This design comes from an exercise in tuning for small area, a short achievable clock period and few clock cycles per item on the open sky130 flow, not from production work.
In this exercise RTL edits were held to simulation tests only and were not proved equivalent to the original.
No driver is modelled on the clock port, so clocking that relies on it looks cheaper here than on a real chip.
No activity file was given, so power comes from the tool's default toggle rates.

## sierra
==> flow/design.v <==
module register_file #(
    parameter DATA_WIDTH = 32,
    parameter NUM_REGS   = 16
)(
    input                       clk,
    input                       rst_n,
    input                       wr_req,
    input   [3:0]               wr_sel,
    input   [DATA_WIDTH-1:0]    wr_data,
    input   [DATA_WIDTH/8-1:0]  wr_strb,
    output reg                  wr_done,
    input                       rd_req,
    input   [3:0]               rd_sel,
    output reg [DATA_WIDTH-1:0] rd_data,
    output reg                  rd_done
);
    localparam NB = DATA_WIDTH/8;
    reg [DATA_WIDTH*NUM_REGS-1:0] regs;
    reg [NUM_REGS-1:0]            valid;
    wire [DATA_WIDTH-1:0] wr_data_m;
    genvar g;
    generate
        for (g = 0; g < NB; g = g + 1) begin : g_m
            assign wr_data_m[8*g +: 8] = wr_data[8*g +: 8] & {8{wr_strb[g]}};
        end
    endgenerate
    reg [3:0] wr_lo, wr_hi, rd_lo, rd_hi;
    integer j;
    always @(*)
        for (j = 0; j < 4; j = j + 1) begin
            wr_lo[j] = wr_req && wr_sel[1:0] == j;
            wr_hi[j] = wr_sel[3:2] == j;
            rd_lo[j] = rd_sel[1:0] == j;
            rd_hi[j] = rd_sel[3:2] == j;
        end
    reg [NUM_REGS-1:0] wr_hit;
    reg [NUM_REGS-1:0] rd_hit;
    integer r, b;
    always @(*)
        for (r = 0; r < NUM_REGS; r = r + 1) begin
            wr_hit[r] = wr_lo[r % 4] && wr_hi[r / 4];
            rd_hit[r] = rd_lo[r % 4] && rd_hi[r / 4] && valid[r];
        end
    always @(posedge clk or negedge rst_n) begin
        if (!rst_n) begin
            valid   <= {NUM_REGS{1'b0}};
            wr_done <= 1'b0;
            rd_done <= 1'b0;
        end else begin
            valid   <= valid | wr_hit;
            wr_done <= wr_req;
            rd_done <= rd_req;
        end
    end
    always @(posedge clk)
        for (r = 0; r < NUM_REGS; r = r + 1)
            for (b = 0; b < NB; b = b + 1)
                if (wr_lo[r % 4] && wr_hi[r / 4] && (wr_strb[b] || !valid[r]))
                    regs[r*DATA_WIDTH + 8*b +: 8] <= wr_data_m[8*b +: 8];
    reg [DATA_WIDTH-1:0] rd_next;
    always @(*) begin
        rd_next = {DATA_WIDTH{1'b0}};
        for (r = 0; r < NUM_REGS; r = r + 1)
            rd_next = rd_next | (regs[r*DATA_WIDTH +: DATA_WIDTH] & {DATA_WIDTH{rd_hit[r]}});
    end
    always @(posedge clk)
        rd_data <= rd_next;
endmodule
module axi_system_top #
(
    parameter ADDR_WIDTH = 32,
    parameter DATA_WIDTH = 32,
    parameter NUM_REGS   = 16
)
(
    input                       aclk,
    input                       aresetn,
    input                       m_wr_req,
    input   [ADDR_WIDTH-1:0]    m_wr_addr,
    input   [DATA_WIDTH-1:0]    m_wr_data,
    input   [DATA_WIDTH/8-1:0]  m_wr_strb,
    output                      m_wr_done,
    output  [1:0]               m_wr_resp,
    input                       m_rd_req,
    input   [ADDR_WIDTH-1:0]    m_rd_addr,
    output  [DATA_WIDTH-1:0]    m_rd_data,
    output                      m_rd_done,
    output  [1:0]               m_rd_resp
);
    register_file #(
        .DATA_WIDTH (DATA_WIDTH),
        .NUM_REGS   (NUM_REGS)
    ) u_regs (
        .clk     (aclk),
        .rst_n   (aresetn),
        .wr_req  (m_wr_req),
        .wr_sel  (m_wr_addr[5:2]),
        .wr_data (m_wr_data),
        .wr_strb (m_wr_strb),
        .wr_done (m_wr_done),
        .rd_req  (m_rd_req),
        .rd_sel  (m_rd_addr[5:2]),
        .rd_data (m_rd_data),
        .rd_done (m_rd_done)
    );
    assign m_wr_resp = 2'b00;
    assign m_rd_resp = 2'b00;
endmodule
clock: 4.0 ns
lec_check: 0
cap_margin: 20
core_margin: 2
core_utilization: 66
cts_cluster_diameter: 80
cts_cluster_size: 30
setup_slack_margin: 1.5
slew_margin: 20
standard.sh (not shown) runs the stock make flow with config.mk's settings and CLKGATE_MAP_FILE= SYNTH_SCRIPT=/design/flow/synth_recipe.tcl, a recipe that flattens the netlist after the stock synthesis.
==> flow/flow/run.sh <==
#!/bin/bash
# The standard layout, with the resizer free to change a cell's footprint,
# plain buf_1 cells as the port buffers (upsized by the resizer as needed),
# and an extra gate-sizing pass after global route (flow/post_grt.tcl).
set -euo pipefail
export POST_GLOBAL_ROUTE_TCL="$PWD/flow/post_grt.tcl"
bash standard.sh MATCH_CELL_FOOTPRINT=0 "BUFFER_PORTS_ARGS=-buffer_cell sky130_fd_sc_hd__buf_1" \
  "POST_GLOBAL_ROUTE_TCL=$PWD/flow/post_grt.tcl" finish > standard.log 2>&1
==> flow/flow/post_grt.tcl <==
puts "post_grt: extra sizing to setup margin 2.3"
estimate_parasitics -global_routing
report_worst_slack -max
repair_timing -setup -setup_margin 2.3 -repair_tns 0 -sequence "sizeup,swap" -verbose
global_route -start_incremental
detailed_placement
global_route -end_incremental
estimate_parasitics -global_routing
report_worst_slack -max
sierra: PASS, flow complete, no timing, DRC or antenna violations
Testbench counts of sierra, summed over its fixed seeds: cycles 6,168, items 8,192.
Input-level comparison between nickel and sierra:
# sierra
export LEC_CHECK = 0
export CAP_MARGIN = 20
export CORE_MARGIN = 2
export CORE_UTILIZATION = 66
export CTS_CLUSTER_DIAMETER = 80
export CTS_CLUSTER_SIZE = 30
export SETUP_SLACK_MARGIN = 1.5
export SLEW_MARGIN = 20
create_clock -name core_clock -period 4.0 [get_ports {aclk}]
# nickel
export LEC_CHECK = 0
export CAP_MARGIN = 20
export CORE_MARGIN = 2
export CORE_UTILIZATION = 66
export CTS_CLUSTER_DIAMETER = 50
export CTS_CLUSTER_SIZE = 16
export SETUP_SLACK_MARGIN = 2.1
export SLEW_MARGIN = 20
create_clock -name core_clock -period 4.0 [get_ports {aclk}]
Findings:
nickel reached the final stage; the timing, DRC and antenna checks on its layout passed. Compared with sierra, in nickel fmax rose 4.9%; met2 routing resource usage after global routing +2.6 points; power after layout saw an increase; maximum net fanout on the critical path fell by 21; count of buffers added by post-CTS timing repair for setup higher. Critical path depth sits higher in nickel than in sierra. Compared nickel vs sierra, and final critical-path setup slack is up in nickel.
[inputs] zinc vs nickel
# nickel
export LEC_CHECK = 0
export CAP_MARGIN = 20
export CORE_MARGIN = 2
export CORE_UTILIZATION = 66
export CTS_CLUSTER_DIAMETER = 50
export CTS_CLUSTER_SIZE = 16
export SETUP_SLACK_MARGIN = 2.1
export SLEW_MARGIN = 20
create_clock -name core_clock -period 4.0 [get_ports {aclk}]
# zinc
export LEC_CHECK = 0
export CAP_MARGIN = 20
export CORE_MARGIN = 2
export CORE_UTILIZATION = 66
export CTS_CLUSTER_DIAMETER = 80
export CTS_CLUSTER_SIZE = 30
export SETUP_SLACK_MARGIN = 2.1
export SLEW_MARGIN = 20
create_clock -name core_clock -period 4.0 [get_ports {aclk}]
==> flow/flow/run.sh <==
#!/bin/bash
# The standard layout, with the resizer free to change a cell's footprint,
# plain buf_1 cells as the port buffers (upsized by the resizer as needed),
# a flatter clock tree (flow/post_cts.tcl) and an extra gate-sizing pass
# after global route (flow/post_grt.tcl).
set -euo pipefail
export POST_CTS_TCL="$PWD/flow/post_cts.tcl"
export POST_GLOBAL_ROUTE_TCL="$PWD/flow/post_grt.tcl"
bash standard.sh MATCH_CELL_FOOTPRINT=0 "BUFFER_PORTS_ARGS=-buffer_cell sky130_fd_sc_hd__buf_1" \
  "POST_CTS_TCL=$PWD/flow/post_cts.tcl" "POST_GLOBAL_ROUTE_TCL=$PWD/flow/post_grt.tcl" \
  finish > standard.log 2>&1
==> flow/flow/post_cts.tcl (new file) <==
# Flatten the clock tree's middle level: CTS builds root -> two H-tree
# buffers -> leaf buffers -> flip-flops. Here the leaf buffers are moved
# onto the root's net and the two middle buffers removed, which lowers the
# insertion delay of every flip-flop alike (all leaves stay one level below
# the root).
set block [ord::get_db_block]
set root [$block findInst clkbuf_0_aclk]
if {$root ne "NULL"} {
  set rnet [[$root findITerm X] getNet]
  set mids {}
  foreach inst [$block getInsts] {
    if {[string match "clkbuf_1_*_aclk" [$inst getName]]} { lappend mids $inst }
  }
  foreach inst $mids {
    set onet [[$inst findITerm X] getNet]
    foreach it [$onet getITerms] {
      if {[[$it getInst] getName] eq [$inst getName]} continue
      $it disconnect
      $it connect $rnet
    }
    [$inst findITerm A] disconnect
    [$inst findITerm X] disconnect
    odb::dbInst_destroy $inst
    odb::dbNet_destroy $onet
  }
  puts "post_cts: removed [llength $mids] middle clock buffers"
}
[summary]
Between nickel and zinc, area used by multi-input combinational logic is lower for zinc, nickel comes in above that. Measured against each other, nickel and zinc differ in share of the cycle needed by the critical path after routing, the higher figure coming from nickel. [compare] base=nickel new=zinc: worst IR drop on VDD has decreased, number of violations reported at the end of detailed-routing iteration 0 has decreased, later-pin clock latency in the skew report has increased. The run with more setup slack is zinc; nickel has less.
The inputs of delta differ from those of zinc as listed below.
# zinc
export LEC_CHECK = 0
export CAP_MARGIN = 20
export CORE_MARGIN = 2
export CORE_UTILIZATION = 66
export CTS_CLUSTER_DIAMETER = 80
export CTS_CLUSTER_SIZE = 30
export SETUP_SLACK_MARGIN = 2.1
export SLEW_MARGIN = 20
create_clock -name core_clock -period 4.0 [get_ports {aclk}]
# delta
export LEC_CHECK = 0
export CAP_MARGIN = 20
export CORE_MARGIN = 2
export CORE_UTILIZATION = 68
export CTS_CLUSTER_DIAMETER = 80
export CTS_CLUSTER_SIZE = 30
export SETUP_SLACK_MARGIN = 2.1
export SLEW_MARGIN = 20
create_clock -name core_clock -period 4.0 [get_ports {aclk}]
==> flow/flow/run.sh <==
#!/bin/bash
# The standard layout, with the resizer free to change a cell's footprint
# and plain buf_1 cells as the port buffers (upsized by the resizer as needed).
set -euo pipefail
bash standard.sh MATCH_CELL_FOOTPRINT=0 "BUFFER_PORTS_ARGS=-buffer_cell sky130_fd_sc_hd__buf_1" finish > standard.log 2>&1
removed: flow/flow/post_cts.tcl
removed: flow/flow/post_grt.tcl
### Flow results
- delta vs. zinc: number of vias per cell after detailed routing higher, detailed-route via count higher.
- Flip-flop and latch area: zinc vs delta — no meaningful difference
- When delta is set beside zinc, its count of filler cells inserted in the layout turns out to be 82 smaller.
- The worst-skew pair later-pin latency was comparable across zinc and delta.

## re-timing with driven ports
Ports are ideal in the flow. The routed layouts listed here were re-timed in OpenROAD.
Step 1: set_driving_cell puts a clkbuf_16 on aclk and a buf_2 on each other input, an assumption about the parent block.
Step 2 also shifts input and output timing later by t, the mid clock arrival at the registers, as if the neighbouring blocks saw the same clock.
Three values: ideal ports, drivers, drivers and shift; two values: the first two.
| run | shift t [ns] | setup WS [ns] | cell pins on the clock port's net |
|---|---|---|---|
| sierra | 0.611 | 1.978 / 1.962 / 1.350 | 1 |
| nickel | 0.590 | 2.072 / 2.090 / 1.514 | 1 |
| zinc | 0.607 | 2.126 / 2.087 / 1.495 | 1 |
| delta | 0.605 | 2.106 / 2.084 / 1.494 | 1 |
After both steps setup and hold are still met in every run listed. The setup slack of zinc, which loses most, moves by -0.039 ns with the drivers and by -0.631 ns with both steps.
